This is an optimization exercise on Yosys and OpenROAD, whose aim is small area, a short achievable clock period and few clock cycles, not a production implementation. RTL that was checked went through simulation tests only; none was proved equivalent to the original. The RTL of run 2 was laid out without a check of its function. No activity file was given, so power comes from the tool's default toggle rates.

<file path="design.v">
module mycpu
  (
   input  logic        clk,
   input  logic        rst_n,
   output logic [15:0] a_out,
   input  logic [15:0] d_in,
   output logic [15:0] d_out,
   input  logic [15:0] io_in,
   output logic        wen_out,
   output logic        iom_out
   );
   function automatic logic [15:0] add16(input logic [15:0] a, input logic [15:0] b,
                                         input logic ci);
      logic [15:0] g, p, gg, pp, gn, pn;
      g = a & b;
      p = a ^ b;
      gg = g; pp = p;
      for (int d = 1; d < 16; d = d * 2) begin
         gn = gg; pn = pp;
         for (int i = d; i < 16; i++) begin
            gn[i] = gg[i] | (pp[i] & gg[i-d]);
            pn[i] = pp[i] & pp[i-d];
         end
         gg = gn; pp = pn;
      end
      add16[0] = p[0] ^ ci;
      for (int i = 1; i < 16; i++)
        add16[i] = p[i] ^ (gg[i-1] | (pp[i-1] & ci));
   endfunction
   function automatic logic [19:0] add20(input logic [19:0] a, input logic [19:0] b,
                                         input logic ci);
      logic [19:0] g, p, gg, pp, gn, pn;
      g = a & b;
      p = a ^ b;
      gg = g; pp = p;
      for (int d = 1; d < 20; d = d * 2) begin
         gn = gg; pn = pp;
         for (int i = d; i < 20; i++) begin
            gn[i] = gg[i] | (pp[i] & gg[i-d]);
            pn[i] = pp[i] & pp[i-d];
         end
         gg = gn; pp = pn;
      end
      add20[0] = p[0] ^ ci;
      for (int i = 1; i < 20; i++)
        add20[i] = p[i] ^ (gg[i-1] | (pp[i-1] & ci));
   endfunction
   function automatic logic [2:0] benc(input logic [2:0] b);
      benc[2] = b[1] ^ b[0];
      benc[1] = (b[2] & ~b[1] & ~b[0]) | (~b[2] & b[1] & b[0]);
      benc[0] = b[2];
   endfunction
   function automatic logic [16:0] brow(input logic [2:0] c, input logic [15:0] a);
      brow = ({17{c[2]}} & {a[15], a} | {17{c[1]}} & {a, 1'b0}) ^ {17{c[0]}};
   endfunction
   logic [15:0] pc;                  
   logic [15:0] ar;                  
   logic        started;             
   logic        halted;
   logic        d_valid;
   logic [15:0] d_ir;
   logic [2:0]  d_ra;                
   logic        d_ldi, d_breg, d_bimm, d_bones;
   logic        d_brc;               
   logic        e_valid;
   logic        e_bus;               
   logic        e_wr;                
   logic        e_io;                
   logic        e_add, e_log, e_shr, e_shl, e_mul, e_cin, e_binv, e_fill;
   logic [3:0]  e_lt;                
   logic        e_we, e_ld, e_ior, e_br, e_cond, e_hal;
   logic [2:0]  e_dr;
   logic [2:0]  e_sh;                
   logic [15:0] oa, ob;              
   logic [15:0] dout;                
   logic [5:0]  bc;                  
   logic [2:0]  mk;                  
   logic [7:0][15:0] rf;
   wire [6:0] op = d_ir[15:9];
   wire [2:0] f_dr = d_ir[8:6];
   wire [2:0] f_sb = d_ir[2:0];
   wire o_inc = op == 7'b0000001, o_add = op == 7'b0000010,
        o_mul  = op == 7'b0000011, o_sra = op == 7'b0000100, o_sub = op == 7'b0000101,
        o_dec  = op == 7'b0000110, o_sla = op == 7'b0000111, o_and = op == 7'b0001000,
        o_or   = op == 7'b0001001, o_xor = op == 7'b0001010, o_not = op == 7'b0001011,
        o_shr  = op == 7'b0001101, o_shl = op == 7'b0001110,
        o_ldi  = op == 7'b1001100, o_adi = op == 7'b1000010,
        o_ld   = op == 7'b0010000, o_st  = op == 7'b0100000, o_ior = op == 7'b0010001,
        o_iow  = op == 7'b0100001, o_brz = op == 7'b1100000, o_brn = op == 7'b1100001,
        o_jmp  = op == 7'b1110000;
   wire c_log = (op[6:4] == 3'b000 && (op[3] || op[2:0] == 3'b000) &&
                 !o_shr && !o_shl) || o_ldi;
   wire c_add = o_inc | o_add | o_sub | o_dec | o_adi;
   wire c_shr = o_sra | o_shr;
   wire c_shl = o_sla | o_shl;
   wire c_we  = c_add | c_log | c_shr | c_shl | o_mul | o_ld | o_ior;
   wire c_bus = o_ld | o_st | o_ior | o_iow;
   wire c_hal = !(c_we | o_st | o_iow | o_brz | o_brn | o_jmp);
   wire [3:0] lt = o_and ? 4'b1000 : o_or ? 4'b1110 : o_xor ? 4'b0110 :
                   o_not ? 4'b0011 : 4'b1100;
   wire [6:0] n_op   = d_in[15:9];
   wire       n_swap = n_op == 7'b0001100 || n_op == 7'b0001101 || n_op == 7'b0001110;
   wire       n_breg = n_op == 7'b0000010 || n_op == 7'b0000101 || n_op == 7'b0001000 ||
                       n_op == 7'b0001001 || n_op == 7'b0001010 || n_op == 7'b0000011 ||
                       n_op == 7'b0100000 || n_op == 7'b0100001;
   wire       n_bimm = n_op == 7'b1000010 || n_op == 7'b0000100 || n_op == 7'b0000111;
   wire mul_busy = e_valid && e_mul && mk != 3'd4;
   wire e_taken  = e_valid && e_br && e_cond;
   wire e_halt   = e_valid && e_hal;
   wire e_inb    = e_valid && (e_ld || e_ior);    
   wire [15:0] sum = add16(oa, ob ^ {16{e_binv}}, e_cin);
   wire [15:0] lgc = ({16{e_lt[3]}} & oa & ob) | ({16{e_lt[2]}} & oa & ~ob) |
                     ({16{e_lt[1]}} & ~oa & ob) | ({16{e_lt[0]}} & ~oa & ~ob);
   wire        fill = e_fill & oa[15];
   wire [15:0] shr1 = {fill, oa[15:1]};
   wire [15:0] shr2 = e_sh[0] ? {fill, shr1[15:1]} : shr1;
   wire [15:0] shr3 = e_sh[1] ? {{2{fill}}, shr2[15:2]} : shr2;
   wire [15:0] shr  = e_sh[2] ? {{4{fill}}, shr3[15:4]} : shr3;
   wire [15:0] shl1 = {oa[14:0], 1'b0};
   wire [15:0] shl2 = e_sh[0] ? {shl1[14:0], 1'b0} : shl1;
   wire [15:0] shl3 = e_sh[1] ? {shl2[13:0], 2'b0} : shl2;
   wire [15:0] shl  = e_sh[2] ? {shl3[11:0], 4'b0} : shl3;
   wire [15:0] ms   = dout;
   wire [15:0] mres = (ms == {16{ob[15]}}) ? ob : (ms[15] ? 16'h8000 : 16'h7fff);
   wire [15:0] alu  = ({16{e_add}} & sum) | ({16{e_log}} & lgc) | ({16{e_shr}} & shr) |
                      ({16{e_shl}} & shl) | ({16{e_mul}} & mres);
   wire [16:0] r0  = brow(bc[2:0], oa);
   wire [16:0] r1  = brow(bc[5:3], oa);
   wire [19:0] x0  = {{4{ms[15]}}, ms};
   wire [19:0] x1  = {{3{r0[16]}}, r0};
   wire [19:0] x2  = {{1{r1[16]}}, r1, {2{bc[3]}}};
   wire [19:0] cs_s = x0 ^ x1 ^ x2;
   wire [19:0] cs_c = (x0 & x1) | (x0 & x2) | (x1 & x2);
   wire [19:0] mt  = add20(cs_s, {cs_c[18:0], bc[3]}, bc[0]);
   wire we = e_valid && e_we && !mul_busy && !e_inb;
   wire [15:0] wd0 = alu & {16{started}};
   wire [15:0] rd_a = rf[d_ra];
   wire [15:0] rd_b = rf[f_sb];
   wire fwd   = e_valid && e_we && !mul_busy && !e_inb;
   wire fwd_a = fwd && e_dr == d_ra;
   wire fwd_b = fwd && e_dr == f_sb;
   wire [6:0]  offm = {f_dr[2], f_dr, f_sb} - 7'd1;
   wire [15:0] op_a = d_ldi ? {13'b0, f_sb} : d_brc ? pc : fwd_a ? alu : rd_a;
   wire [15:0] op_b = d_breg ? (fwd_b ? alu : rd_b) :
                      d_bimm ? {13'b0, f_sb} : d_brc ? {{9{offm[6]}}, offm} : {16{d_bones}};
   wire ra_zero = rd_a == 16'h0;
   wire ra_neg  = fwd_a ? alu[15] : rd_a[15];
   wire mul_wait = (o_mul && fwd_b) || (o_brz && fwd_a);
   wire e_stop = e_taken || e_halt || halted;
   wire adv    = d_valid && !mul_busy && !(e_valid && e_bus) && !e_stop && !mul_wait;
   wire fetch  = !mul_busy && !(e_valid && e_bus) && !e_stop && (adv || !d_valid);
   wire [15:0] pc_next = e_taken ? sum : fetch ? pc + 16'd1 : pc;
   assign a_out   = ar;
   assign d_out   = dout;
   assign wen_out = !e_wr;
   assign iom_out = e_io;
   always_ff @(posedge clk or negedge rst_n)
     if (!rst_n) begin
        pc      <= 16'h0;
        ar      <= 16'h0;
        started <= 1'b0;
        halted  <= 1'b0;
        d_valid <= 1'b0;
        e_valid <= 1'b0;
        e_bus   <= 1'b0;
        e_wr    <= 1'b0;
        e_io    <= 1'b0;
        mk      <= 3'd0;
     end else begin
        started <= 1'b1;
        if (e_halt) halted <= 1'b1;
        pc <= pc_next;
        ar <= (adv && c_bus) ? op_a : pc_next;
        if (e_stop) d_valid <= 1'b0;
        else if (fetch) d_valid <= 1'b1;
        else if (adv) d_valid <= 1'b0;
        if (!mul_busy) e_valid <= adv || e_inb;
        e_bus <= adv && c_bus;
        e_wr  <= adv && (o_st || o_iow);
        e_io  <= adv && (o_ior || o_iow);    
        if (mul_busy) mk <= mk + 3'd1;
        else mk <= 3'd0;
     end
   always_ff @(posedge clk) begin
      if (fetch) begin
         d_ir    <= d_in;
         d_ra    <= n_swap ? d_in[2:0] : d_in[5:3];
         d_ldi   <= n_op == 7'b1001100;
         d_breg  <= n_breg;
         d_bimm  <= n_bimm;
         d_bones <= n_op == 7'b0000110;
         d_brc   <= n_op == 7'b1100000 || n_op == 7'b1100001;
      end
      if (mul_busy) dout <= mt[19:4];
      else dout <= op_b & {16{!o_mul}};
      if (e_inb) begin
         e_add  <= 1'b0;
         e_log  <= 1'b1;
         e_shr  <= 1'b0;
         e_shl  <= 1'b0;
         e_mul  <= 1'b0;
         e_lt   <= 4'b1100;
         e_ld   <= 1'b0;
         e_ior  <= 1'b0;
         e_br   <= 1'b0;
         e_hal  <= 1'b0;
         oa     <= e_ior ? io_in : d_in;
      end else if (!mul_busy) begin
         e_add  <= c_add || o_brz || o_brn || o_jmp;
         e_log  <= c_log;
         e_shr  <= c_shr;
         e_shl  <= c_shl;
         e_mul  <= o_mul;
         e_cin  <= o_inc | o_sub;
         e_binv <= o_sub;
         e_fill <= o_sra;
         e_lt   <= lt;
         e_we   <= c_we;
         e_ld   <= o_ld;
         e_ior  <= o_ior;
         e_br   <= o_brz || o_brn || o_jmp;
         e_cond <= o_jmp || (o_brz && ra_zero) || (o_brn && ra_neg);
         e_hal  <= c_hal;
         e_dr   <= f_dr;
         e_sh   <= (o_sra || o_sla) ? f_sb : 3'd0;
         oa     <= op_a;
         ob     <= op_b;
         bc     <= {benc(rd_b[3:1]), benc({rd_b[1:0], 1'b0})};
      end else begin
         ob <= {mt[3:0], ob[15:4]};
         bc <= {benc(ob[7:5]), benc(ob[5:3])};
      end
      for (int i = 0; i < 8; i++)
        if (!started || (we && e_dr == i)) rf[i] <= wd0;
   end
endmodule
</file>
<file path="flow/run.sh">
#!/bin/bash
# Standard layout; port buffers are buf_2 cells and repair_timing aims for extra setup slack.
set -euo pipefail
bash standard.sh "BUFFER_PORTS_ARGS=-buffer_cell sky130_fd_sc_hd__buf_2" SETUP_SLACK_MARGIN=8.5 finish > standard.log 2>&1
</file>
<file path="standard.sh">
#!/bin/bash
# synth_recipe.tcl (not shown) runs the flow's synth.tcl, then flattens the netlist and writes it again
# the make line also repeats each setting of config.mk as NAME=value (left out here)
make -C /OpenROAD-flow-scripts/flow DESIGN_CONFIG=/design/flow/config.mk WORK_HOME=/design/flow/orfs CLKGATE_MAP_FILE= SYNTH_SCRIPT=/design/flow/synth_recipe.tcl "${@:-finish}"
</file>
<file path="config.mk">
export PLATFORM = sky130hd
export DESIGN_NAME = mycpu
export DESIGN_NICKNAME = mycpu
export VERILOG_FILES = /design/flow/design.v
export SDC_FILE = /design/flow/constraint.sdc
export NUM_CORES = 4
export LEC_CHECK = 0
export CAP_MARGIN = 20
export CORE_MARGIN = 2
export CORE_UTILIZATION = 40
export SLEW_MARGIN = 20
</file>
<file path="constraint.sdc">
create_clock -name core_clock -period 12.0 [get_ports {clk}]
set_input_delay 2.4000 -clock core_clock [delete_from_list [all_inputs] [get_ports {clk}]]
set_output_delay 2.4000 -clock core_clock [all_outputs]
set_load 0.01 [all_outputs]
</file>
==> results list, run 1 <==
- Width of the chip: 215.4 µm
* Routing usage on met3: 4.595%
- Largest clock skew in the final design: 50.29 ps
* Seq pwr share: 34.8%
- The synthesized design contains 198 enable-type register cells.
* Area enclosed by the die boundary: 46,380 µm²
- Highest Clock Rate: 0.2704 GHz
* Most common cell in the netlist: edfxtp_1
* Run status: complete, no violations
- In this run the vertical extent of the chip is 215.4 µm.
* Worst hold-check path type: reg -> reg
- Total half-perimeter wirelength after legalization and detailed placement: 41.82 mm
- CP max stage delay: 560 ps
- CTS buffer count: 30
- Synthesis produced a netlist whose cell count is 1,603.
* Time the final worst path needs with I/O delays and setup: 3699 ps
* Most area-consuming cells after synthesis: edfxtp_1 33%, mux4_2 12%, dfrtp_1 5.9%, mux2i_1 3.6%, dfxtp_1 3.2%
- For this run, global-route usage on met2 was measured as 40.15%.
- Ranking of synthesized cells by instance count: 198 x edfxtp_1, 125 x nand2_1, 100 x nor2_1, 92 x mux4_2, 84 x clkbuf_1
- Dividing the detail-routed via count by the number of cells gives 6.186.
* Proportion of netlist area held by the largest area contributor: 33.27%
* Final routed wirelength across all metal layers: 61.10 mm
- Number of global-route vias before repair: 13.68k
- H-Tree Depth: 1
- For the worst-skew pair, the clock arrives at the later sink with an insertion delay of 610 ps.
- The filler cells instantiated in the layout total 4,087.
- Pin count of the biggest net entering global routing: 54
* Count of buffers from port buffering: 67
* Post-synthesis sequential element count: 269
- Of all nets on the critical path, the largest fanout is 4.
* Initial DRC count: 1,681
- Synthesized area: 17,870 µm²
* Deepest clock path buffer count: 3
- Measured slew at the worst slew-check pin: 1194 ps
- Of the total power, the clock network draws 26.7%.
- Setup repair after global routing missed its margin: true
* Synthesized area divided by synthesized cell count: 11.15 µm²
- Effective utilization at floorplan: 40.50%
- Row generation in the floorplan step produced 77 rows.
- Max-slew violations: 0
* Core Area: 44,120 µm²
- Layout net count: 1,780
- Area growth, synth to finish: 17.22%
- Global routing used 25.72% of the available tracks.
- Asr flop ratio synth: 15.61%
* Max-capacitance violation count: 0
* Number of hold violations in the final report: 0
- Critical path class: reg -> reg
- TritonCTS built the clock tree.
- VDD sags by at most 0.1204 mV.
* Sequential element share of the synthesized area: 42.40%
- STA puts the critical path data required time at 12,450 ps.
* Netlist cell types: 86
- Routability-driven placement finished with a final weighted congestion of 0.9576.
- Number of top-level pins: 68
* Peak-usage layer in the global routing report: met2
- After clock tree synthesis, the clock-pin slew on the worst setup and hold paths is 70 ps.
* Root buffer cell: clkbuf_16
- The first global-routing pass estimated 89.20 mm of wire.
* Number of detailed-route iterations in the first pass: 5
- Combinational power share: 38.6%
* Number of warnings reported in the yosys synthesis log: 1
* Grt met1 use: 36.02%
* Layout cells sized above 1: 26.96%
* Endpoint class of the critical path: flop
- Power comes to 3378 µW.
* Lkg Pwr: 0.008015 µW
- After detailed routing, the number of remaining DRC violations is 0.
- Sw frac: 35.73%
- Initial antenna violation count: 1
- When the netlist entered floorplanning its net count stood at 1,701.
- Kind of start point of the critical path: flop
* Mean routed wirelength per cell: 26.58 µm
- For this block, the via count after detailed routing is 14.22k.
- In the synthesized netlist the dominant register cell turns out to be edfxtp_1.
* Cell type with the highest aggregate area in the netlist: edfxtp_1
- Post-route fraction of the period consumed by the critical path: 30.82%
* Summed negative setup slack over all endpoints: 0 ps
- Internal power: 2171 µW
- The analysis attributes to net switching a power of 1207 µW.
* Power per unit of standard cell area: 161.2 nW/µm²
- Data on the critical path arrives at its endpoint at 4140 ps.
* Setup violation total in the final timing report: 0
* CP max-delay cell: fa_1
- Post-detailed-route count of antenna-violating nets: 0
* Overflow left after global routing: 0
* Slew headroom: 20.28%
* Crit path cell chain: buf_6, a22oi_2, xor2_2, fa_1, inv_2, ha_4, and4_1, and4_1, a22o_1, o21ai_4, inv_2, a211o_1, xor2_2, a22o_1
- Count of clock tree sinks: 269
==> flip-flops by register name, indices dropped and copies added, names as in the netlist, 4 cells and up <==
register  count
oa           16
ob           16
ar           16
rf          128
bc            6
e_lt          4
d_ir         13
pc           16
dout         16
==> area by class of cell <==
type,instances,area (µm²),share of cell area (%)
Clock buffer,40,828.3,3.954
Sequential cell,269,7615,36.35
Inverter,77,295.3,1.410
Antenna cell,1,2.502,0.01195
Clock inverter,16,132.6,0.6331
Timing Repair Buffer,165,1194,5.698
Multi-Input combinational cell,1139,10140,48.41
Tap cell,592,740.7,3.536
==> repair_timing <==
action,CTS,global route
hold buffers,0,0
pin swaps,10,35
gates resized for setup,54,90
setup buffers,60,16
endpoints found under the setup margin,226,125
==> cell usage in the layout, fill, tap and decap left out, types with 20 or more instances in the layout <==
| master | instances |
|---|---|
| a21o_1 | 21 |
| a21oi_1 | 60 |
| a22oi_1 | 24 |
| buf_2 | 58 |
| buf_4 | 92 |
| clkbuf_16 | 30 |
| dfrtp_1 | 42 |
| edfxtp_1 | 198 |
| fa_1 | 20 |
| ha_1 | 33 |
| inv_1 | 68 |
| mux2_2 | 26 |
| mux2i_1 | 65 |
| mux4_2 | 92 |
| nand2_1 | 125 |
| nand3_1 | 28 |
| nor2_1 | 98 |
| nor2b_1 | 20 |
| nor3_1 | 30 |
| o21ai_0 | 41 |
| o22ai_1 | 20 |
| xnor2_1 | 51 |
| xor2_1 | 45 |
==> critical path: cells and delay by family (launching register included) <==
kind / cells / cell delay (ps)
fa+ha+maj: 2 / 780
simple gates: 2 / 410
buf+inv: 3 / 290
compound gates: 5 / 1300
flops: 1 / 450
xor+xnor: 2 / 290
==> final timing paths <==
check                                start                to  slack (ps)  cells after the start
setup / recovery           oa[9]$_DFFE_PP_  dout[10]$_DFF_P_        8300                     14
hold / removal             mk[0]$_DFF_PN0_   mk[0]$_DFF_PN0_         460                      1
setup reg to reg           oa[9]$_DFFE_PP_  dout[10]$_DFF_P_        8300                     14
hold reg to reg            mk[0]$_DFF_PN0_   mk[0]$_DFF_PN0_         460                      1
max in group asynchronous            rst_n   e_bus$_DFF_PN0_        9750                      1
min in group asynchronous            rst_n   ar[6]$_DFF_PN0_        1810                      1
==> per-layer routing <==
layer  part of all wire, %  routed length (µm)  vias to the layer above
met1                    41               25000                     7131
met5                     0                   0                        -
met4                   4.5                2764                        0
met3                   9.0                5526                      133
met2                    46               27810                      725
li1                      -                   -                     6233
==> power by group through the flow <==
stage / Clock, µW / Combinational (µW) / Sequential (µW)
after global placement: 0 / 963 / 1230
after CTS: 912 / 1150 / 1170
final: 901 / 1300 / 1170
after floorplan: 0 / 747 / 1150
after global routing: 949 / 1400 / 1180
after detailed placement: 0 / 973 / 1230
==> cells by family after synthesis <==
family | count (synthesis) | share of synthesized area, %
AO/OA/AOI/OAI | 360 | 13.96
XOR/XNOR | 105 | 5.146
adder cells (fa/ha/maj) | 64 | 5.321
buffers and inverters | 195 | 4.453
flip-flops | 269 | 42.40
multiplexers | 186 | 17.06
other | 1 | 0.02098
AND/OR/NAND/NOR | 423 | 11.64
==> metrics by stage <==
step,hold slack [ps],cell area [µm²],utilization [%],setup slack [ps],std cells
floorplan,425.8,17950,-,8499,1603
finish,463.0,20950,47.48,8301,2299
detailed placement,451.6,18690,42.36,7726,2166
CTS,465.6,20360,46.15,8337,2282
global placement,445.8,18690,42.36,7727,2166
global route,505.9,20950,47.47,8215,2298
Testbench counts, summed over its fixed seeds: cycles 273,451.
==> run 2: changes to the inputs <==
--- a/design.v
+++ b/design.v
@@ -74,4 +74,6 @@
    logic [15:0] oa, ob;              
    logic [15:0] dout;                
+   logic [15:0] ms;                  
+   logic        mfirst;              
    logic [5:0]  bc;                  
    logic [2:0]  mk;                  
@@ -121,5 +123,4 @@
    wire [15:0] shl3 = e_sh[1] ? {shl2[13:0], 2'b0} : shl2;
    wire [15:0] shl  = e_sh[2] ? {shl3[11:0], 4'b0} : shl3;
-   wire [15:0] ms   = dout;
    wire [15:0] mres = (ms == {16{ob[15]}}) ? ob : (ms[15] ? 16'h8000 : 16'h7fff);
    wire [15:0] alu  = ({16{e_add}} & sum) | ({16{e_log}} & lgc) | ({16{e_shr}} & shr) |
@@ -127,5 +128,6 @@
    wire [16:0] r0  = brow(bc[2:0], oa);
    wire [16:0] r1  = brow(bc[5:3], oa);
-   wire [19:0] x0  = {{4{ms[15]}}, ms};
+   wire [15:0] msv = ms & {16{!mfirst}};
+   wire [19:0] x0  = {{4{msv[15]}}, msv};
    wire [19:0] x1  = {{3{r0[16]}}, r0};
    wire [19:0] x2  = {{1{r1[16]}}, r1, {2{bc[3]}}};
@@ -192,6 +194,7 @@
          d_brc   <= n_op == 7'b1100000 || n_op == 7'b1100001;
       end
-      if (mul_busy) dout <= mt[19:4];
-      else dout <= op_b & {16{!o_mul}};
+      dout <= op_b;
+      ms   <= mt[19:4];
+      mfirst <= !mul_busy;
       if (e_inb) begin
          e_add  <= 1'b0;
@@ -206,4 +209,5 @@
          e_hal  <= 1'b0;
          oa     <= e_ior ? io_in : d_in;
+         bc     <= {benc(rd_b[3:1]), benc({rd_b[1:0], 1'b0})};
       end else if (!mul_busy) begin
          e_add  <= c_add || o_brz || o_brn || o_jmp;
==> run 2 against run 1 <==
Net effect: cell count increased by 0.39%; highest routed layer unchanged; sequential share of layout area is 0.94 points higher; sequential power grew 12%; global-route usage shrank 0.056 points; utilization is 0.61 points lower; die area is 1.8% higher; still clean on timing, DRC and antenna; final area grew 1.1%.
==> results list, run 2 <==
- Power per unit of standard cell area: 154.3 nW/µm²
* Clk slew on worst S/H paths: 70 ps
- The count of final max-slew check failures is 0.
- The initialized floorplan defines 78 standard-cell rows.
* Summed negative setup slack over all endpoints: 0 ps
* Number of diodes added for antenna fixing: 0
* Final GP Congestion: 1.001
- The clock passes through at most 3 buffers.
- Most area-consuming cells after synthesis: edfxtp_1 32%, mux4_2 11%, dfrtp_1 5.8%, dfxtp_1 5.7%, mux2i_1 3.2%
- Seq pwr share: 40.0%
* DRC Markers: 0
- Width of the chip: 217.3 µm
- Summing all multi-input logic gate instances after layout gives 10,200 µm².
* TritonCTS clock tree: yes
* Time the final worst path needs with I/O delays and setup: 3605 ps
- Non-filler instance count after layout: 2,308
- Number of hold violations in the final report: 0
* Root buffer cell: clkbuf_16
- Setup violation total in the final timing report: 0
- After filler insertion, the fill cell instance count of the layout stands at 4,138.
- Number of global-route vias before repair: 13.92k
- Layout net count: 1,781
- Initial antenna violation count: 0
* Asr flop ratio synth: 14.69%
* Highest Clock Rate: 0.2774 GHz
- Between clock sinks in the finished design, the worst skew comes to 36.92 ps.
- Crit Path Max Fanout: 1
* Most common cell in the netlist: edfxtp_1
- After layout, the worst setup slack is 8395 ps.
* DP Cell Count: 2,195
- The floorplan step defined a die boundary enclosing 47,230 µm².
- Combinational power share: 28.1%
- Setup repair after global routing missed its margin: true
- The die is 217.3 µm tall.
- In this run the critical register-to-register path is launched from e_binv$_DFFE_PP_.
- The slowest stage of the critical path is the dfrtp_1 cell.
- The analysis attributes to net switching a power of 1068 µW.
* Max-capacitance violation count: 0
- Cells with a size suffix above 1 make up 25.59% of the layout.
- The first global-routing pass estimated 90.56 mm of wire.
- Gate count of the mapped netlist: 1,636
* Post-route fraction of the period consumed by the critical path: 30.04%
- Ranking of synthesized cells by instance count: 192 x edfxtp_1, 130 x nand2_1, 101 x clkbuf_1, 89 x mux4_2
- Mean routed wirelength per cell: 26.42 µm
- Registers take 7898 µm².
- The flow ran to the end and the layout has no timing, DRC or antenna violations.
- Area growth, synth to finish: 16.35%
- Global routing used 25.66% of the available tracks.
* H-Tree Depth: 1
* Sequential element share of the synthesized area: 43.17%
- Netlist cell types: 91
* Core Area: 45,190 µm²
- Most flops, register: rf
- Required time of the critical path: 9600 ps
- In this run the biggest area consumer among cell types represents 31.68% of the synthesized area.
- After synthesis the cells add up to 18,200 µm².
- The synthesized design contains 192 enable-type register cells.
* Max reg flops: 128
* Worst vdd ir: 0.1361 mV
- The startpoint identified for the worst hold timing path is halted$_DFFE_PN0P_.
* Buffer and inverter count on the worst path: 1
- For this configuration, the core starts out at a cell density of 40.28%.
- Sw frac: 32.67%
- CP max stage delay: 430 ps
* Slew headroom: 30.69%
- In this run the tool buffered the top-level ports with 67 buffer cells.
- By startpoint and endpoint, the worst setup path is classified as reg -> out.
- Measured slew at the worst slew-check pin: 1040 ps
* Number of warnings reported in the yosys synthesis log: 1
- CTS buffer count: 31
- Internal power: 2200 µW
- Worst slack at placement: 7053 ps
- Count of clock tree sinks: 286
* Initial DRC count: 1,654
- The signal on the critical path passes through buf_6.
- In the synthesized netlist the dominant register cell turns out to be edfxtp_1.
* Number of detailed-route iterations in the first pass: 9
* Post-detailed-route count of antenna-violating nets: 0
- Post-synthesis sequential element count: 286
* Syn Nets: 1,734
- Overflow left after global routing: 0
* Leading cell type in the layout, fill and taps excluded: edfxtp_1
* Final routed wirelength across all metal layers: 60.99 mm
* Startpoint of the most critical setup path: ar[9]$_DFF_PN0_
- For this design the static power due to leakage is 0.008071 µW.
- Number of vias in the routed layout: 14.44k
- Most frequent cells in the layout: 192 x edfxtp_1, 129 x nand2_1, 89 x mux4_2, 80 x nor2_1, 73 x a21oi_1
* Synthesized area divided by synthesized cell count: 11.13 µm²
- The largest total area in the synthesized netlist belongs to edfxtp_1.
- 68 I/O pins were placed.
- Per-cell via count in the routed design: 6.258
- After legalization and detailed placement, the total HPWL measured 43.19 mm.
* Portion of total power attributed to the clock network: 31.8%
- Clock insertion delay at the later pin of the skew report: 620 ps
- Entering global routing, the biggest net connects 43 pins.
- In this run the worst hold path is classified as reg -> reg.
- On the critical path the largest part of the delay comes from flip-flops.
* Arrival time worst endpoint: 1210 ps
- STA classifies the critical path startpoint as a flop.
* Endpoint class of the critical path: output port
run 2: per-stage QoR:
step / utilization [%] / total power, µW / hold slack [ps] / area, µm²
finish: 46.87 / 3267 / 461.3 / 21180
global route: 46.87 / 3411 / 494.5 / 21180
CTS: 45.56 / 3194 / 460.6 / 20590
detailed placement: 41.94 / 2106 / 446.7 / 18950
global placement: 41.92 / 2093 / 445.1 / 18940
floorplan: - / 1843 / 426.4 / 18210
run 2: power groups by stage:
stage | registers [µW] | clock network, µW | logic [µW]
floorplan | 1240 | 0 | 600
global placement | 1330 | 0 | 762
detailed placement | 1340 | 0 | 770
CTS | 1300 | 1050 | 844
global route | 1320 | 1090 | 1000
finish | 1310 | 1040 | 920
run 2: final timing paths:
kind                            slack, ps                  to  cells past startpoint
worst min-delay path                  460  halted$_DFFE_PN0P_                      1
worst min register to register        460  halted$_DFFE_PN0P_                      1
worst max-delay path                 8390            a_out[9]                      1
max in group asynchronous            9720   started$_DFF_PN0_                      1
worst max register to register       8510    ob[13]$_DFFE_PN_                     11
min in group asynchronous            1790    ar[10]$_DFF_PN0_                      1
run 2: kinds of logic after synthesis:
| kind of cell | count (synthesis) | synth area share (%) |
|---|---|---|
| mux | 177 | 16.05 |
| compound gates | 385 | 14.38 |
| other cells | 1 | 0.02060 |
| flops | 286 | 43.17 |
| buf+inv | 170 | 3.746 |
| fa+ha+maj | 64 | 5.224 |
| xor+xnor | 104 | 5.004 |
| simple gates | 449 | 12.40 |
run 2: layout make-up:
cell class	instances	area share (%)
Inverter	39	0.7090
Clock inverter	12	0.6499
Sequential cell	286	37.29
Timing Repair Buffer	145	4.987
Tap cell	600	3.545
Clock buffer	46	4.668
Multi-Input combinational cell	1180	48.15
run 2: layer usage:
layer / GRT usage [%] / up-vias / share of wire, %
li1: - / 6323 / -
met3: 4.570 / 164 / 8.7
met2: 40.30 / 766 / 46
met4: 11.00 / 0 / 5.0
met1: 34.96 / 7191 / 40
met5: 0 / - / 0
run 2: timing repair:
action,in CTS,in global routing
endpoints found under the hold margin,0,0
pin swaps,9,30
gates cloned,0,0
endpoints found under the setup margin,210,164
gates resized for setup,65,80
buffers inserted,29,26
hold buffers,0,0
==> run 3: changes to the inputs <==
--- a/design.v
+++ b/design.v
@@ -78,4 +78,5 @@
    logic [5:0]  bc;                  
    logic [2:0]  mk;                  
+   logic        mshort;              
    logic [7:0][15:0] rf;
    wire [6:0] op = d_ir[15:9];
@@ -107,5 +108,5 @@
                        n_op == 7'b0100000 || n_op == 7'b0100001;
    wire       n_bimm = n_op == 7'b1000010 || n_op == 7'b0000100 || n_op == 7'b0000111;
-   wire mul_busy = e_valid && e_mul && mk != 3'd4;
+   wire mul_busy = e_valid && e_mul && !(mshort ? mk == 3'd1 : mk == 3'd4);
    wire e_taken  = e_valid && e_br && e_cond;
    wire e_halt   = e_valid && e_hal;
@@ -123,5 +124,7 @@
    wire [15:0] shl3 = e_sh[1] ? {shl2[13:0], 2'b0} : shl2;
    wire [15:0] shl  = e_sh[2] ? {shl3[11:0], 4'b0} : shl3;
-   wire [15:0] mres = (ms == {16{ob[15]}}) ? ob : (ms[15] ? 16'h8000 : 16'h7fff);
+   wire        mok  = mshort ? (ms[15:11] == {5{ms[11]}}) : (ms == {16{ob[15]}});
+   wire [15:0] mval = mshort ? {ms[11:0], ob[15:12]} : ob;
+   wire [15:0] mres = mok ? mval : (ms[15] ? 16'h8000 : 16'h7fff);
    wire [15:0] alu  = ({16{e_add}} & sum) | ({16{e_log}} & lgc) | ({16{e_shr}} & shr) |
                       ({16{e_shl}} & shl) | ({16{e_mul}} & mres);
@@ -231,4 +234,5 @@
          ob     <= op_b;
          bc     <= {benc(rd_b[3:1]), benc({rd_b[1:0], 1'b0})};
+         mshort <= rd_b[15:3] == {13{rd_b[3]}};
       end else begin
          ob <= {mt[3:0], ob[15:4]};
==> run 3 against run 2 <==
Net effect: still clean on timing, DRC and antenna; area after synthesis decreased by 1.1%; combinational power is 2% higher; hold slack better by 38 ps; first-iteration DRC count increased by 8.5%; sequential share of layout area barely moved; utilization is 0.96 points higher; clock power barely moved; final area about the same; routed wire length down 3.7%; register-to-register slack worse by 60 ps.
==> results list, run 3 <==
- When the netlist entered floorplanning its net count stood at 1,701.
- At the pin with the least slew margin, the transition time is 983.0 ps.
* Clock insertion delay at the later pin of the skew report: 570 ps
* Reg-to-reg startpoint: oa[7]$_DFFE_PP_
- A synthesized cell averages 11.23 µm².
- Once detailed placement completed, the half-perimeter wirelength came to 40.48 mm.
* Setup violation total in the final timing report: 0
- Effective utilization at floorplan: 40.63%
- The startpoint identified for the worst hold timing path is mk[0]$_DFF_PN0_.
- The worst-case IR drop observed on VDD is 0.1151 mV.
- Count of buffers from port buffering: 67
* Cell type with the highest aggregate area in the netlist: edfxtp_1
* Post-synthesis sequential element count: 287
- Number of detailed-route iterations in the first pass: 6
* Non-filler instance count after layout: 2,296
- After the first detailed-routing iteration, the DRC count stood at 1,795.
- Counting instances in the post-synthesis netlist gives the leading cell types as 193 x edfxtp_1, 134 x nand2_1, 92 x clkbuf_1, 88 x mux4_2, 85 x nor2_1.
- DRC Markers: 0
* Initial antenna violation count: 0
- The most common cell in the synthesized netlist is edfxtp_1.
* Netlist cell types: 82
- Mean routed wirelength per cell: 25.59 µm
- The final hold violation count is 0.
* Summed negative setup slack over all endpoints: 0 ps
- The via count of the first global-routing pass came to 13.63k.
- In the synthesized netlist the async set-or-reset flop fraction comes to 14.63%.
- Gate count of the mapped netlist: 1,604
* Root buffer cell: clkbuf_16
- Dividing the final minimum period by the clock period gives 29.55%.
- Layout cells sized above 1: 26.35%
- Die Span Y: 216.2 µm
- Yosys attributes the largest share of cell area to edfxtp_1 32%, mux4_2 11%, dfrtp_1 5.8%, dfxtp_1 5.8%, mux2i_1 4.3%.
- The first global-routing pass estimated 87.74 mm of wire.
- Worst hold-check path type: reg -> reg
* Number of vias in the routed layout: 14.14k
- Buffers inserted to repair hold after CTS numbered 0.
* Endpoint class of the critical path: flop
- For this design, the sink count on the clock tree is 287.
* Final GP Congestion: 0.9499
* Max-capacitance violation count: 0
- Of all nets on the critical path, the largest fanout is 3.
- Setup slack, reg-to-reg: 8450 ps
- Arrival time worst endpoint: 4010 ps
- The endpoint identified for the worst register-to-register timing path is ms[15]$_DFF_P_.
- For this run, the share of the core covered by cells in the final layout is 47.83%.
- More flip-flops sit in one register than any other, and that register is rf.
* Hold Worst Slack: 499.1 ps
- Leaving out fill and tap cells, the most frequent cell in the layout is edfxtp_1.
- Counting instances, the worst hold path has a depth of 1.
- Summed over all layers, the global routing overflow is 0.
* Floorplan row count: 77
* Width of the chip: 216.2 µm
- Number of warnings reported in the yosys synthesis log: 1
* Proportion of netlist area held by the largest area contributor: 32.19%
- Pin count of the biggest net entering global routing: 43
- Area enclosed by the die boundary: 46,730 µm²
* Register-to-Register Path Depth: 13
- Max reg flops: 128
* TritonCTS clock tree: yes
- The path with the worst hold slack has its endpoint at mk[0]$_DFF_PN0_.
* Lkg Pwr: 0.008114 µW
- The core region is 44,320 µm².
* Sequential element share of the synthesized area: 43.81%
- For this run, the top clock speed supported by timing is 0.2820 GHz.
- Critical path class: reg -> reg
- The synthesized netlist occupies a cell area of 18,010 µm².
* DP Cell Count: 2,164
* Final routed wirelength across all metal layers: 58.76 mm
* CTS buffer count: 34
- The net count of the finished layout is 1,775.
- EDFF count, synth: 193
- The clock passes through at most 3 buffers.
- On the final layout, the worst clock skew is 37.57 ps.
* Slew headroom: 34.47%
- Post-detailed-route count of antenna-violating nets: 0
* GRT Util Overall: 24.84%
- From synthesis to final layout, the design area changed by 17.71%.
* Number of diodes added for antenna fixing: 0
- Setup repair after global routing missed its margin: true
* Required time of the critical path: 12,460 ps
* H-Tree Depth: 2
- 68 I/O pins were placed.
- Per-cell via count in the routed design: 6.160
* Max-slew violations: 0
- Run status: complete, no violations
- After clock tree synthesis, the clock-pin slew on the worst setup and hold paths is 60 ps.
- Leaving out fill and tap cells, the most frequent cells in the layout are 193 x edfxtp_1, 130 x nand2_1, 88 x mux4_2, 83 x nor2_1, 81 x buf_4.
- For the finished layout, the period the worst path requires is 3546 ps.
- Kind of start point of the critical path: flop
- Main synth FF type: edfxtp_1
- For this design the ratio of total power to cell area is 154.5 nW/µm².
run 3: cell types whose count changed after synthesis, moves of 7 or more:
cell,before,now
o21ai_0,69,53
a22oi_1,34,41
a2111oi_0,7,0
xnor2_1,60,74
nand3_1,48,41
a21oi_1,82,71
o21ai_1,2,26
mux2i_1,59,78
a211oi_1,26,17
nor3_1,35,20
a21o_1,21,12
clkbuf_1,101,92
a221oi_1,2,10
run 3: what timing repair did:
action / in CTS / in global routing
gates resized for setup: 73 / 80
pin swaps: 31 / 46
cloned: 0 / 1
setup buffers: 37 / 32
setup endpoints to repair: 226 / 117
run 3: cell families after synthesis:
logic type	Yosys count	synth area share, %
compound gates	353	13.17
xor+xnor	112	5.448
fa+ha+maj	63	5.212
buf+inv	162	3.613
flops	287	43.81
mux	188	16.72
other cells	1	0.02083
simple gates	438	12.01
run 3: worst max-delay path by stage:
stage / start / cells past startpoint / slack [ps] / end
4_1_cts: ob[15]$_DFFE_PN_ / 9 / 8410 / oa[1]$_DFFE_PP_
6_report: oa[7]$_DFFE_PP_ / 13 / 8450 / ms[15]$_DFF_P_
5_1_grt: oa[7]$_DFFE_PP_ / 13 / 8340 / ms[15]$_DFF_P_
3_3_place_gp: e_binv$_DFFE_PP_ / 11 / 7490 / oa[13]$_DFFE_PP_
3_5_place_dp: e_binv$_DFFE_PP_ / 11 / 7300 / oa[15]$_DFFE_PP_
2_1_floorplan: bc[2]$_DFF_P_ / 15 / 8470 / ms[15]$_DFF_P_
run 3: metal layers:
layer	wire length [µm]	up-vias	GRT usage (%)	share of wire, %
met5	0	-	0	0
met4	2363	0	9.772	4.0
met3	4025	135	3.018	6.9
met2	27980	616	40.07	48
met1	24390	7158	34.27	42
li1	-	6234	-	-
run 3: per-stage QoR:
step	setup WS, ps	area, µm²	total power (µW)
floorplan	8473	18010	1821
global placement	7485	18770	2080
detailed placement	7301	18770	2085
CTS	8408	20480	3184
global route	8344	21200	3420
finish	8454	21200	3276
run 3: where the power goes:
group | switching [µW] | internal, µW | leakage (µW)
Clock | 432 | 590 | 0.000533
Combinational | 517 | 422 | 0.00455
Sequential | 141 | 1170 | 0.00303
run 3: worst max-delay path, cell delays in order (launching register included):
cell      delay, ps
edfxtp_1        520
buf_6           180
a22oi_2         200
xnor2_2         150
fa_2            470
ha_2            200
a21o_1          170
a21o_1          170
a21o_1          200
a221oi_4        380
o31ai_4         120
or3_4           380
a31oi_4         170
xnor2_1         130
run 3: cell type report:
type / instances / area [µm²]
inverter: 41 / 166.4
fill: 4015 / 23120
tap: 592 / 740.7
timing repair buffer: 159 / 1074
clock buffer: 37 / 862.1
multi-input combinational: 1155 / 10200
clock inverter: 25 / 234.0
sequential: 287 / 7914
Testbench counts of run 3, summed over its fixed seeds: cycles 261,871.
==> run 4: changes to the inputs <==
--- a/config.mk
+++ b/config.mk
@@ -8,4 +8,6 @@
 export CAP_MARGIN = 20
 export CORE_MARGIN = 2
-export CORE_UTILIZATION = 40
+export CORE_UTILIZATION = 60
+export CTS_CLUSTER_DIAMETER = 60
+export CTS_CLUSTER_SIZE = 30
 export SLEW_MARGIN = 20
==> run 4 against run 3 <==
Net effect: utilization up 22 points; global-route usage is 10 points higher; cell count down 9.6%; sequential power is essentially flat; power fell by 4.8%; first-iteration DRC count decreased by 16%; die area decreased by 33%; clock skew is 1.1 ps lower; non-clock buffer count fell by 2; routed wire length decreased by 6.3%; largest power group unchanged; highest routed layer is now met5.
==> results list, run 4 <==
* Run status: complete, no violations
* Setup slack, reg-to-reg: 8420 ps
* Crit Path Max Fanout: 4
- Endpoint of the worst hold-timing path: e_hal$_SDFFE_PP0N_
- Endpoint class of the critical path: flop
* Main synth FF type: edfxtp_1
- Leading cell type in the layout, fill and taps excluded: edfxtp_1
* Effective utilization at floorplan: 60.91%
- Max-cap violations in this run came to 0.
- By instance count, the cell type seen most on the critical path is a21o_1.
- After synthesis the cells add up to 18,010 µm².
* Initial antenna violation count: 1
* GRT Util Overall: 35.04%
- Relative to the synthesized area, the layout overhead comes to 14.74%.
- Layout cells sized above 1: 25.68%
- Power per unit of standard cell area: 151.0 nW/µm²
- Seq pwr share: 42.1%
- The synthesized netlist contains 82 unique library cells.
* Most common cell in the netlist: edfxtp_1
- Together, buffers and inverters on the worst path number 1.
* Floorplan row count: 63
* Lkg Pwr: 0.008024 µW
- Capturing point of the worst reg2reg path: ms[15]$_DFF_P_
- Measured slew at the worst slew-check pin: 983.8 ps
* CTS buffer count: 25
- Number of vias in the routed layout: 14.04k
- Hold Worst Slack: 497.3 ps
* CP max-delay cell: edfxtp_1
- Initial DRC count: 1,514
* Layout net count: 1,764
* Final GP Congestion: 0.9636
* Number of hold violations in the final report: 0
- Sequential element share of the synthesized area: 43.81%
- Most area-consuming cells after synthesis: edfxtp_1 32%, mux4_2 11%, dfrtp_1 5.8%, dfxtp_1 5.8%, mux2i_1 4.3%
- Summed over all layers, the global routing overflow is 0.
- Dividing the detail-routed wire length by the instance count gives 26.51 µm.
- In the routed layout, each cell is associated on average with a via count of 6.764.
* Worst vdd ir: 0.1502 mV
- Final routed wirelength across all metal layers: 55.04 mm
* Time the final worst path needs with I/O delays and setup: 3576 ps
* Number of warnings reported in the yosys synthesis log: 1
- Slew headroom: 34.41%
- The internal portion of the total power is 2021 µW.
* Post-synthesis sequential element count: 287
- Entering global routing, the biggest net connects 43 pins.
- Post-detailed-route count of antenna-violating nets: 0
- Setup repair after global routing missed its margin: true
- Adding up every negative setup slack in the final design gives 0 ps.
- Yosys mapped a number of flops with a built-in enable equal to 193.
- Area enclosed by the die boundary: 31,410 µm²
* Total half-perimeter wirelength after legalization and detailed placement: 38.13 mm
- Synthesized area divided by synthesized cell count: 11.23 µm²
- Crit path cell chain: buf_6, a22oi_2, xnor2_1, fa_1, ha_4, a21o_1, a21o_1, a21o_1, a221oi_4, o31ai_2, or3_1, a31oi_1, xnor2_1
- Count of clock tree sinks: 287
- The cell sitting at the root of the clock tree is a clkbuf_16.
* Cell depth of the worst setup path: 13
* Number of top-level pins: 68
* Kind of start point of the critical path: flop
- Proportion of netlist area held by the largest area contributor: 32.19%
- Post-route fraction of the period consumed by the critical path: 29.80%
* Width of the chip: 177.2 µm
- Deepest clock path buffer count: 3
- CP max stage delay: 550 ps
- Most frequent cells in the layout: 193 x edfxtp_1, 132 x nand2_1, 88 x mux4_2, 83 x nor2_1
- Reg-to-reg startpoint: oa[6]$_DFFE_PP_
- Number of detailed-route iterations in the first pass: 6
- The share of total power dissipated in the clock network is 28.8%.
- Gate count of the mapped netlist: 1,604
- For the worst-skew pair, the clock arrives at the later sink with an insertion delay of 580 ps.
- Setup violation total in the final timing report: 0
* Sw frac: 35.19%
- Most flops, register: rf
- Clock-pin slew was measured on the worst setup and hold paths at 70 ps.
- Sorting the synthesized cells by how often they occur yields 193 x edfxtp_1, 134 x nand2_1, 92 x clkbuf_1, 88 x mux4_2, 85 x nor2_1.
* Count of buffers from port buffering: 67
- Combinational power share: 29.1%
- The synthesized design spends more area on one cell type than any other, namely edfxtp_1.
- Register-to-Register Path Depth: 13
* Asr flop ratio synth: 14.63%
* Category of cells accounting for the largest share of critical-path delay: compound AO/OA/AOI/OAI gates
* H-Tree Depth: 1
- Number of global-route vias before repair: 13.47k
- Data on the critical path arrives at its endpoint at 4060 ps.
* Max-slew violations: 0
* Syn Nets: 1,701
- The worst setup path is of the reg -> reg kind.
- Hold path cells: 2
- The first global-routing pass estimated 81.70 mm of wire.
- TritonCTS built the clock tree.
- After floorplanning, the core was sized to cover 29,560 µm².
- Max reg flops: 128
- Data on the critical path is required at its endpoint by 12,480 ps.
- Sw power: 1097 µW
- Based on the critical path, the design can be clocked at up to 0.2796 GHz.
- Startpoint of the most critical setup path: oa[6]$_DFFE_PP_
- Number of diodes added for antenna fixing: 0
- Worst hold-check path type: reg -> reg
* Largest clock skew in the final design: 36.46 ps
- The startpoint identified for the worst hold timing path is e_hal$_SDFFE_PP0N_.
- Measured along the y axis, the die boundary spans 177.2 µm.
- After detailed routing, the number of remaining DRC violations is 0.
run 4: cell counts after synthesis:
No cell type changed its count.
run 4: worst max-delay path by stage:
| stage | endpoint | slack (ps) |
|---|---|---|
| after global placement | oa[15]$_DFFE_PP_ | 7580 |
| final | ms[15]$_DFF_P_ | 8420 |
| after global routing | ms[15]$_DFF_P_ | 8330 |
| after floorplan | ms[15]$_DFF_P_ | 8470 |
| after detailed placement | oa[15]$_DFFE_PP_ | 7400 |
| after CTS | oa[15]$_DFFE_PP_ | 8460 |
run 4: power groups by stage:
stage          combinational, µW  clock (µW)  sequential, µW
2_1_floorplan                570           0            1250
3_3_place_gp                 724           0            1340
3_5_place_dp                 729           0            1340
4_1_cts                      804         906            1310
5_1_grt                      971         943            1320
6_report                     907         898            1310
run 4: area by class of cell:
type	count	area, µm²
Multi-Input combinational cell	1155	10080
Fill cell	2153	8900
Sequential cell	287	7915
Timing Repair Buffer	157	1079
Clock buffer	26	650.6
Tap cell	390	488.0
Clock inverter	20	286.5
Inverter	41	163.9
run 4: tightest hold or removal path: stages, from the launching register on:
cell and delay, ps:
dfxtp_1 330, a21oi_1 60, nor2_1 70
run 4: kinds of logic (layout without fill, tap and decap cells):
kind of cell	after synthesis	after routing	synth area share, %
AOI/OAI and AO/OA	353	353	13.17
xor gates and xnor gates	112	112	5.448
adders and majority gates	63	63	5.212
buffers and inverters	162	244	3.613
DFF	287	287	43.81
muxes	188	188	16.72
other	1	1	0.02083
and+or+nand+nor	438	438	12.01
run 4: through the flow:
stage / setup WS, ps / power, µW / utilization, % / cell area (µm²) / instances
finish: 8424 / 3119 / 69.89 / 20660 / 2076
floorplan: 8473 / 1821 / - / 18010 / 1604
global placement: 7584 / 2062 / 62.79 / 18560 / 1963
detailed placement: 7397 / 2069 / 62.84 / 18580 / 1964
CTS: 8462 / 3019 / 67.86 / 20060 / 2049
global route: 8334 / 3237 / 69.89 / 20660 / 2076
run 4: what timing repair did:
| action | 4_1_cts | 5_1_grt |
|---|---|---|
| resized for setup | 54 | 77 |
| hold buffers | 0 | 0 |
| setup buffers | 39 | 27 |
| pin swaps | 15 | 32 |
| setup endpoints to repair | 203 | 125 |
run 4: routing by layer:
| metal | global-route usage, % | wire length [µm] |
|---|---|---|
| met2 | 57.18 | 26290 |
| met4 | 15.08 | 2698 |
| met5 | 0 | 11 |
| met3 | 4.381 | 4208 |
| met1 | 47.54 | 21840 |
==> run 5: changes to the inputs <==
--- a/config.mk
+++ b/config.mk
@@ -8,6 +8,7 @@
 export CAP_MARGIN = 20
 export CORE_MARGIN = 2
-export CORE_UTILIZATION = 60
-export CTS_CLUSTER_DIAMETER = 60
-export CTS_CLUSTER_SIZE = 30
+export CORE_UTILIZATION = 40
+export CTS_CLUSTER_DIAMETER = 100
+export CTS_CLUSTER_SIZE = 25
+export GPL_TIMING_DRIVEN = 1
 export SLEW_MARGIN = 20
==> run 5 against run 4 <==
Net effect: hold slack gained 7.5 ps; highest routed layer is now met4; still clean on timing, DRC and antenna; area after synthesis did not move; sequential share of layout area increased by 0.46 points; final area shrank 1.2%; clock skew decreased by 5.2 ps; non-clock buffer count decreased by 6; synthesized cell count did not move; critical endpoint is now ob[8]$_DFFE_PN_.
==> results list, run 5 <==
- Measured against the total synthesized area, the mux share comes to 16.72%.
- Number of warnings reported in the yosys synthesis log: 1
- The first detailed-routing pass ran for 6 iterations.
* Max-capacitance violation count: 0
* Synthesized area divided by synthesized cell count: 11.23 µm²
- The die covers 46,730 µm².
- Clock-pin slew was measured on the worst setup and hold paths at 100 ps.
- At the worst endpoint, the arrival time is 3830 ps.
- The post-route netlist has 24.25% of its cells at a drive strength greater than 1.
* Overflow left after global routing: 0
- In the routed layout, each cell is associated on average with a via count of 6.153.
- Critical path class: reg -> reg
* Floorplan row count: 77
- Across every metal layer, demand over resource in global routing totals 24.32%.
- The most common cell in the synthesized netlist is edfxtp_1.
- The layer flagged by global routing as most heavily used is met2.
- Core Area: 44,320 µm²
* Highest Clock Rate: 0.2821 GHz
* Capturing point of the worst reg2reg path: ob[8]$_DFFE_PN_
- Cell type with the highest aggregate area in the netlist: edfxtp_1
- CP max-delay cell: a2111o_1
* Final routed wirelength across all metal layers: 57.82 mm
- For this run, global-route usage on met1 was measured as 33.63%.
- Of all flip-flops after synthesis, the portion carrying an async set or reset was 14.63%.
- Number of hold violations in the final report: 0
- For this design the static power due to leakage is 0.007735 µW.
* Most frequent cells in the layout: 193 x edfxtp_1, 132 x nand2_1, 88 x mux4_2, 83 x nor2_1, 78 x mux2i_1
* Post-route fraction of the period consumed by the critical path: 29.54%
* Adder-cell share of the synthesized area: 5.212%
- Number of vias in the routed layout: 13.87k
- In the final routed layout, each cell accounts on average for 25.64 µm.
- TritonCTS clock tree: yes
- For this block, the initial DRC count from the detailed router was 1,562.
- Sequential element share of the synthesized area: 43.81%
* Complex-gate fraction of the synthesized area: 13.17%
* Met2 Usage GRT: 39.73%
- By area, the combinational part of the netlist is dominated by multiplexers.
* Initial antenna violation count: 1
- Once detail routing completed, the nets flagged for antenna violations numbered 0.
* Setup violation total in the final timing report: 0
* EDFF count, synth: 193
- VDD sags by at most 0.1042 mV.
- DRC Markers: 0
- After synthesis the netlist holds a flip-flop and latch count of 287.
- Setup repair after global routing missed its margin: true
* Final GP Congestion: 0.9499
- Width of the chip: 216.2 µm
* Syn Nets: 1,701
* Run status: complete, no violations
- Among all flip-flop cells after synthesis, the most frequent one is edfxtp_1.
- The startpoint identified for the worst register-to-register timing path is e_binv$_DFFE_PP_.
- Buffer and inverter count on the worst path: 2
* Required time of the critical path: 12,290 ps
- Crit path cell chain: buf_6, xor2_2, ha_1, a21oi_1, a2111o_1, nand3b_1, a21oi_1, xnor2_1, a2111o_1, buf_4, o211ai_1, a31oi_1
- For the pin with the worst max-slew slack, the measured transition is 979.9 ps.
* Power per unit of standard cell area: 139.0 nW/µm²
- The clock passes through at most 3 buffers.
* Layout net count: 1,749
* Origin of the worst min-delay path: mk[0]$_DFF_PN0_
- Number of top-level pins: 68
* Max-slew violations: 0
- Global routing consumed, on the met3 layer, 2.835% of the routing resources.
- Most area-consuming cells after synthesis: edfxtp_1 32%, mux4_2 11%, dfrtp_1 5.8%, dfxtp_1 5.8%, mux2i_1 4.3%
* Ranking of synthesized cells by instance count: 193 x edfxtp_1, 134 x nand2_1, 92 x clkbuf_1, 88 x mux4_2, 85 x nor2_1
- Of the post-synthesis cell area, the dominant cell type holds 32.19%.
- The worst hold path belongs to the class reg -> reg.
- Hold path cells: 1
- Total half-perimeter wirelength after legalization and detailed placement: 40.48 mm
- Adding up every negative setup slack in the final design gives 0 ps.
- In this design, the largest share of critical-path delay is due to compound AO/OA/AOI/OAI gates.
- Counting I/O delays and the setup requirement, the final critical path takes 3545 ps.
* Count of clock tree sinks: 287
* Synthesized area: 18,010 µm²
- The setup check on the worst reg-to-reg path leaves a slack of 8460 ps.
- Count of buffers from port buffering: 67
- Most flops, register: rf
* Effective utilization at floorplan: 40.63%
* Endpoint class of the critical path: flop
* Slew headroom: 34.67%
- Number of fill cells in the layout: 4,112
- Pin count of the biggest net entering global routing: 43
- Die Span Y: 216.2 µm
- Largest clock skew in the final design: 31.26 ps
- Clock insertion delay at the later pin of the skew report: 540 ps
* Root buffer cell: clkbuf_16
* CTS buffer count: 16
- The register with the most flip-flops in the layout has 128 of them.
- The first global-routing pass estimated 86.65 mm of wire.
- The via count of the first global-routing pass was 13.47k.
- Kind of start point of the critical path: flop
- Basic-gate share of the synthesized area counting and, or, nand and nor cells: 12.01%
- Leading cell type in the layout, fill and taps excluded: edfxtp_1
- H-Tree Depth: 1
* CP max stage delay: 540 ps
- Endpoint of the worst hold-timing path: mk[0]$_DFF_PN0_
- Crit Path Max Fanout: 5
- Synth Area in XOR/XNOR: 5.448%
* Area growth, synth to finish: 13.37%
* Netlist cell types: 82
* Post-layout utilization of the core: 46.06%
* Register-to-Register Path Depth: 12
- Synthesis handed over a netlist of 1,604 instances.
## run 5: cell counts after synthesis
Identical to the previous run, type by type.
## run 5: per-stage QoR
step                      hold slack [ps]  area [µm²]  total power, µW  cells  setup slack (ps)
after floorplan                     426.4       18010             1821   1604              8473
after global placement              473.8       18770             2080   2164              7485
after detailed placement            486.4       18770             2085   2164              7301
after CTS                           505.9       19890             2777   2229              8388
after global routing                530.9       20410             2967   2254              8347
final                               504.7       20410             2836   2255              8455
## run 5: worst max path at each step
stage	cells past startpoint	startpoint	end	slack [ps]
after detailed placement	11	e_binv$_DFFE_PP_	oa[15]$_DFFE_PP_	7300
after floorplan	15	bc[2]$_DFF_P_	ms[15]$_DFF_P_	8470
after global placement	11	e_binv$_DFFE_PP_	oa[13]$_DFFE_PP_	7490
after CTS	11	ob[0]$_DFFE_PN_	ob[11]$_DFFE_PN_	8390
after global routing	10	oa[10]$_DFFE_PP_	ms[15]$_DFF_P_	8350
final	12	e_binv$_DFFE_PP_	ob[8]$_DFFE_PN_	8460
## run 5: logic make-up after synthesis
logic type | count (synthesis)
flip-flops | 287
AO/OA/AOI/OAI | 353
buffers and inverters | 162
adder cells (fa/ha/maj) | 63
AND/OR/NAND/NOR | 438
multiplexers | 188
XOR/XNOR | 112
other | 1
## run 5: per-layer routing
metal | vias to the layer above | share of wire [%]
li1 | 6156 | -
met5 | - | 0
met2 | 647 | 47
met1 | 6934 | 41
met3 | 137 | 7.3
met4 | 0 | 4.2
## run 5: cell type report
| class | count | area (µm²) | share of cell area (%) |
|---|---|---|---|
| multi-input combinational | 1155 | 10080 | 49.40 |
| sequential | 287 | 7914 | 38.77 |
| timing repair buffer | 151 | 1008 | 4.940 |
| tap | 592 | 740.7 | 3.629 |
| clock buffer | 22 | 432.9 | 2.121 |
| inverter | 41 | 166.4 | 0.8152 |
| clock inverter | 6 | 63.81 | 0.3126 |
| antenna | 1 | 2.502 | 0.01226 |
## run 5: report_power, final
group	internal [µW]	leakage, µW	switching, µW	total, µW
sequential	1170	0.00303	140	1310
combinational	405	0.00446	509	914
clock	265	0.000243	347	612
## run 5: repair_timing
item,in CTS,in global routing
endpoints found under the hold margin,0,0
setup buffers,37,25
setup endpoints to repair,224,140
gates resized for setup,75,56
hold buffers,0,0
pin swaps,32,32
==> run 6: changes to the inputs <==
--- a/config.mk
+++ b/config.mk
@@ -11,4 +11,3 @@
 export CTS_CLUSTER_DIAMETER = 100
 export CTS_CLUSTER_SIZE = 25
-export GPL_TIMING_DRIVEN = 1
 export SLEW_MARGIN = 20
==> run 6 against run 5 <==
Net effect: synthesized cell count unchanged; hold slack unchanged; sequential power about the same; critical path depth unchanged; clock skew unchanged; setup slack unchanged; sequential share of layout area unchanged; fmax stayed put; area after synthesis unchanged; routed wire length did not move; power stayed put; critical path type unchanged; highest routed layer unchanged.
==> results list, run 6 <==
* Most flops, register: rf
- STA puts the critical path data arrival time at 3830 ps.
- Netlist cell types: 82
- Cell type with the highest aggregate area in the netlist: edfxtp_1
- The clock passes through at most 3 buffers.
- Highest Clock Rate: 0.2821 GHz
- For this run, the number of Yosys warnings is 1.
* Hold path cells: 1
* Number of global-route vias before repair: 13.47k
- Time the final worst path needs with I/O delays and setup: 3545 ps
- Most common cell in the netlist: edfxtp_1
* DRC Markers: 0
- Gate count of the mapped netlist: 1,604
- The detail route stage leaves a number of antenna-violating nets equal to 0.
- Core Area: 44,320 µm²
* Mean routed wirelength per cell: 25.64 µm
* Max reg flops: 128
- The later pin in the worst-skew pair is clocked with a latency of 540 ps.
- Crit path cell chain: buf_6, xor2_2, ha_1, a21oi_1, a2111o_1, nand3b_1, a21oi_1, xnor2_1, a2111o_1, buf_4, o211ai_1, a31oi_1
* Total half-perimeter wirelength after legalization and detailed placement: 40.48 mm
- Ranking of synthesized cells by instance count: 193 x edfxtp_1, 134 x nand2_1, 92 x clkbuf_1, 88 x mux4_2, 85 x nor2_1
* EDFF count, synth: 193
* Effective utilization at floorplan: 40.63%
- Syn Nets: 1,701
- Max-slew violations: 0
- The die covers 46,730 µm².
- Across the whole layout, storage elements account for 7914 µm².
- Endpoint class of the critical path: flop
- By area, the combinational part of the netlist is dominated by multiplexers.
* Kind of start point of the critical path: flop
* Internal power: 1841 µW
- Layout cells sized above 1: 24.25%
- In the routed layout, each cell is associated on average with a via count of 6.153.
- The final hold violation count was 0.
* Setup violation total in the final timing report: 0
- Setup repair after global routing could not meet its margin everywhere.
* Area growth, synth to finish: 13.37%
- Area used by multi-input combinational logic: 10,080 µm²
* Post-synthesis sequential element count: 287
- Pin count of the biggest net entering global routing: 43
- Fill cells in the final layout number 4,112.
- GRT Util Overall: 24.32%
* Leading cell type in the layout, fill and taps excluded: edfxtp_1
* Critical path class: reg -> reg
- Measured slew at the worst slew-check pin: 979.9 ps
- After global routing the overflow that remains totals 0.
- Max-capacitance violation count: 0
- Floorplan row count: 77
* First-pass GRT wire length: 86.65 mm
- Combinational power share: 32.2%
- The initial antenna violation count is 1.
- Width of the chip: 216.2 µm
- Asr flop ratio synth: 14.63%
- Number of detailed-route iterations in the first pass: 6
- Of the available clock period, the critical path in the final layout requires 29.54%.
- Count of buffers from port buffering: 67
- STA puts the critical path data required time at 12,290 ps.
- Adder-cell share of the synthesized area: 5.212%
- CTS buffer count: 16
* Slew headroom: 34.67%
- Power per unit of standard cell area: 139.0 nW/µm²
- Die Span Y: 216.2 µm
- In this run the power spent charging and discharging nets is 995.4 µW.
- In this run, post-CTS hold repair placed 0 buffers.
- Sorting the synthesized cells by area gives the leading types as edfxtp_1 32%, mux4_2 11%, dfrtp_1 5.8%, dfxtp_1 5.8%, mux2i_1 4.3%.
* Final routed wirelength across all metal layers: 57.82 mm
* Lkg Pwr: 0.007735 µW
- TritonCTS clock tree: yes
- Summed negative setup slack over all endpoints: 0 ps
- Most frequent cells in the layout: 193 x edfxtp_1, 132 x nand2_1, 88 x mux4_2, 83 x nor2_1, 78 x mux2i_1
* Portion of total power attributed to the clock network: 21.6%
- For this design, the sink count on the clock tree is 287.
- Clock-pin slew was measured on the worst setup and hold paths at 100 ps.
* Category of cells accounting for the largest share of critical-path delay: compound AO/OA/AOI/OAI gates
- H-Tree Depth: 1
- Final GP Congestion: 0.9499
* Root buffer cell: clkbuf_16
- Initial DRC count: 1,562
* Buffer and inverter count on the worst path: 2
- Synthesized area divided by synthesized cell count: 11.23 µm²
* Largest clock skew in the final design: 31.26 ps
- The slowest stage of the critical path is the a2111o_1 cell.
- Worst hold-check path type: reg -> reg
- The largest single stage delay on the critical path is 540 ps.
- Net switching is 35.09% of the power.
- In the synthesized netlist, mux cells make up 16.72% of the area.
* Number of top-level pins: 68
- Summing the areas of all compound-gate instances in the mapped netlist gives 13.17% of the synthesized area.
- The worst register-to-register path has a depth of 12.
- After Yosys synthesis, and, or, nand and nor cells account for 12.01% of the synthesized area.
* Number of vias in the routed layout: 13.87k
- The most used flip-flop cell after synthesis is edfxtp_1.
- Summing every instance area after synthesis gives 18,010 µm².
- At the end of the flow, the number of nets in the layout was 1,749.
* Cell depth of the worst setup path: 12
* Crit Path Max Fanout: 5
* Run status: complete, no violations
* Worst vdd ir: 0.1042 mV
- Synth Area in XOR/XNOR: 5.448%
* Hold Worst Slack: 504.7 ps
- Sequential elements use 43.81% of the synthesized area.
- Seq pwr share: 46.2%
- Of the post-synthesis cell area, the dominant cell type holds 32.19%.
-- run 6: worst register-to-register path: stages, from the launching register on --
cell      delay (ps)
edfxtp_1         460
buf_6            180
xor2_2           190
ha_1             360
a21oi_1          110
a2111o_1         440
nand3b_1         120
a21oi_1          100
xnor2_1          220
a2111o_1         540
buf_4            190
o211ai_1         280
a31oi_1          130
-- run 6: worst paths after layout --
check	slack [ps]	end	start
max	8460	ob[8]$_DFFE_PN_	e_binv$_DFFE_PP_
min	500	mk[0]$_DFF_PN0_	mk[0]$_DFF_PN0_
max reg2reg	8460	ob[8]$_DFFE_PN_	e_binv$_DFFE_PP_
min in group asynchronous	1870	ar[3]$_DFF_PN0_	rst_n
max in group asynchronous	9710	ar[11]$_DFF_PN0_	rst_n
min reg2reg	500	mk[0]$_DFF_PN0_	mk[0]$_DFF_PN0_
-- run 6: kinds of logic after synthesis --
family                     count (synthesis)
and+or+nand+nor                          438
muxes                                    188
DFF                                      287
xor gates and xnor gates                 112
other                                      1
adders and majority gates                 63
AOI/OAI and AO/OA                        353
buffers and inverters                    162
-- run 6: metrics by stage --
| stage | cells | utilization [%] | worst slack, ps | instance area [µm²] | power, µW |
|---|---|---|---|---|---|
| after floorplan | 1604 | - | 8473 | 18010 | 1821 |
| after global placement | 2164 | 42.34 | 7485 | 18770 | 2080 |
| after detailed placement | 2164 | 42.35 | 7301 | 18770 | 2085 |
| after CTS | 2229 | 44.89 | 8388 | 19890 | 2777 |
| after global routing | 2254 | 46.06 | 8347 | 20410 | 2967 |
| final | 2255 | 46.06 | 8455 | 20410 | 2836 |
-- run 6: layer usage --
layer	vias up	GRT usage [%]	part of all wire (%)
li1	6156	-	-
met1	6934	33.63	41
met2	647	39.73	47
met3	137	2.835	7.3
met4	0	8.470	4.2
met5	-	0	0
-- run 6: area by class of cell --
class	count	area share, %
Tap cell	592	3.629
Clock inverter	6	0.3126
Antenna cell	1	0.01226
Multi-Input combinational cell	1155	49.40
Timing Repair Buffer	151	4.940
Clock buffer	22	2.121
Sequential cell	287	38.77
Inverter	41	0.8152
-- run 6: timing repair --
action                     4_1_cts  5_1_grt
gates resized for setup         75       56
buffers inserted                37       25
setup endpoints to repair      224      140
hold endpoints to repair         0        0
pin swaps                       32       32
-- run 6: power by group through the flow --
stage          Clock, µW  Sequential (µW)  Combinational (µW)
3_3_place_gp           0             1340                 736
4_1_cts              629             1310                 837
3_5_place_dp           0             1350                 740
6_report             612             1310                 914
2_1_floorplan          0             1250                 570
5_1_grt              657             1320                 988

[port drivers added, routing unchanged]
The results above use ideal ports. As a check the final layouts listed here were re-extracted and re-timed, cells and wires unchanged.
Step 1: set_driving_cell puts a clkbuf_16 on clk and a buf_2 on each other input, an assumption about the parent block.
Step 2 times the ports against the registers' clock, not the clock port: input delays grow and output delays shrink by t, the midpoint of the rising clock arrivals with the driver on.
Slacks: ideal ports / drivers / drivers and shift; pairs: ideal ports / drivers.
run	shift t [ns]	slack for setup (ns)	clock arrival spread, ns	worst register clock-pin slew, ns
run 1	0.631	8.301 / 8.301 / 8.301	0.051 / 0.050	0.07 / 0.07
run 2	0.661	8.395 / 8.340 / 8.236	0.037 / 0.037	0.07 / 0.07
run 3	0.603	8.454 / 8.417 / 8.275	0.038 / 0.038	0.07 / 0.07
run 4	0.619	8.424 / 8.424 / 8.259	0.037 / 0.037	0.10 / 0.10
run 5	0.579	8.455 / 8.421 / 8.257	0.031 / 0.031	0.11 / 0.11
run 6	0.579	8.455 / 8.421 / 8.257	0.031 / 0.031	0.11 / 0.11
After both steps every run listed still meets setup and hold.
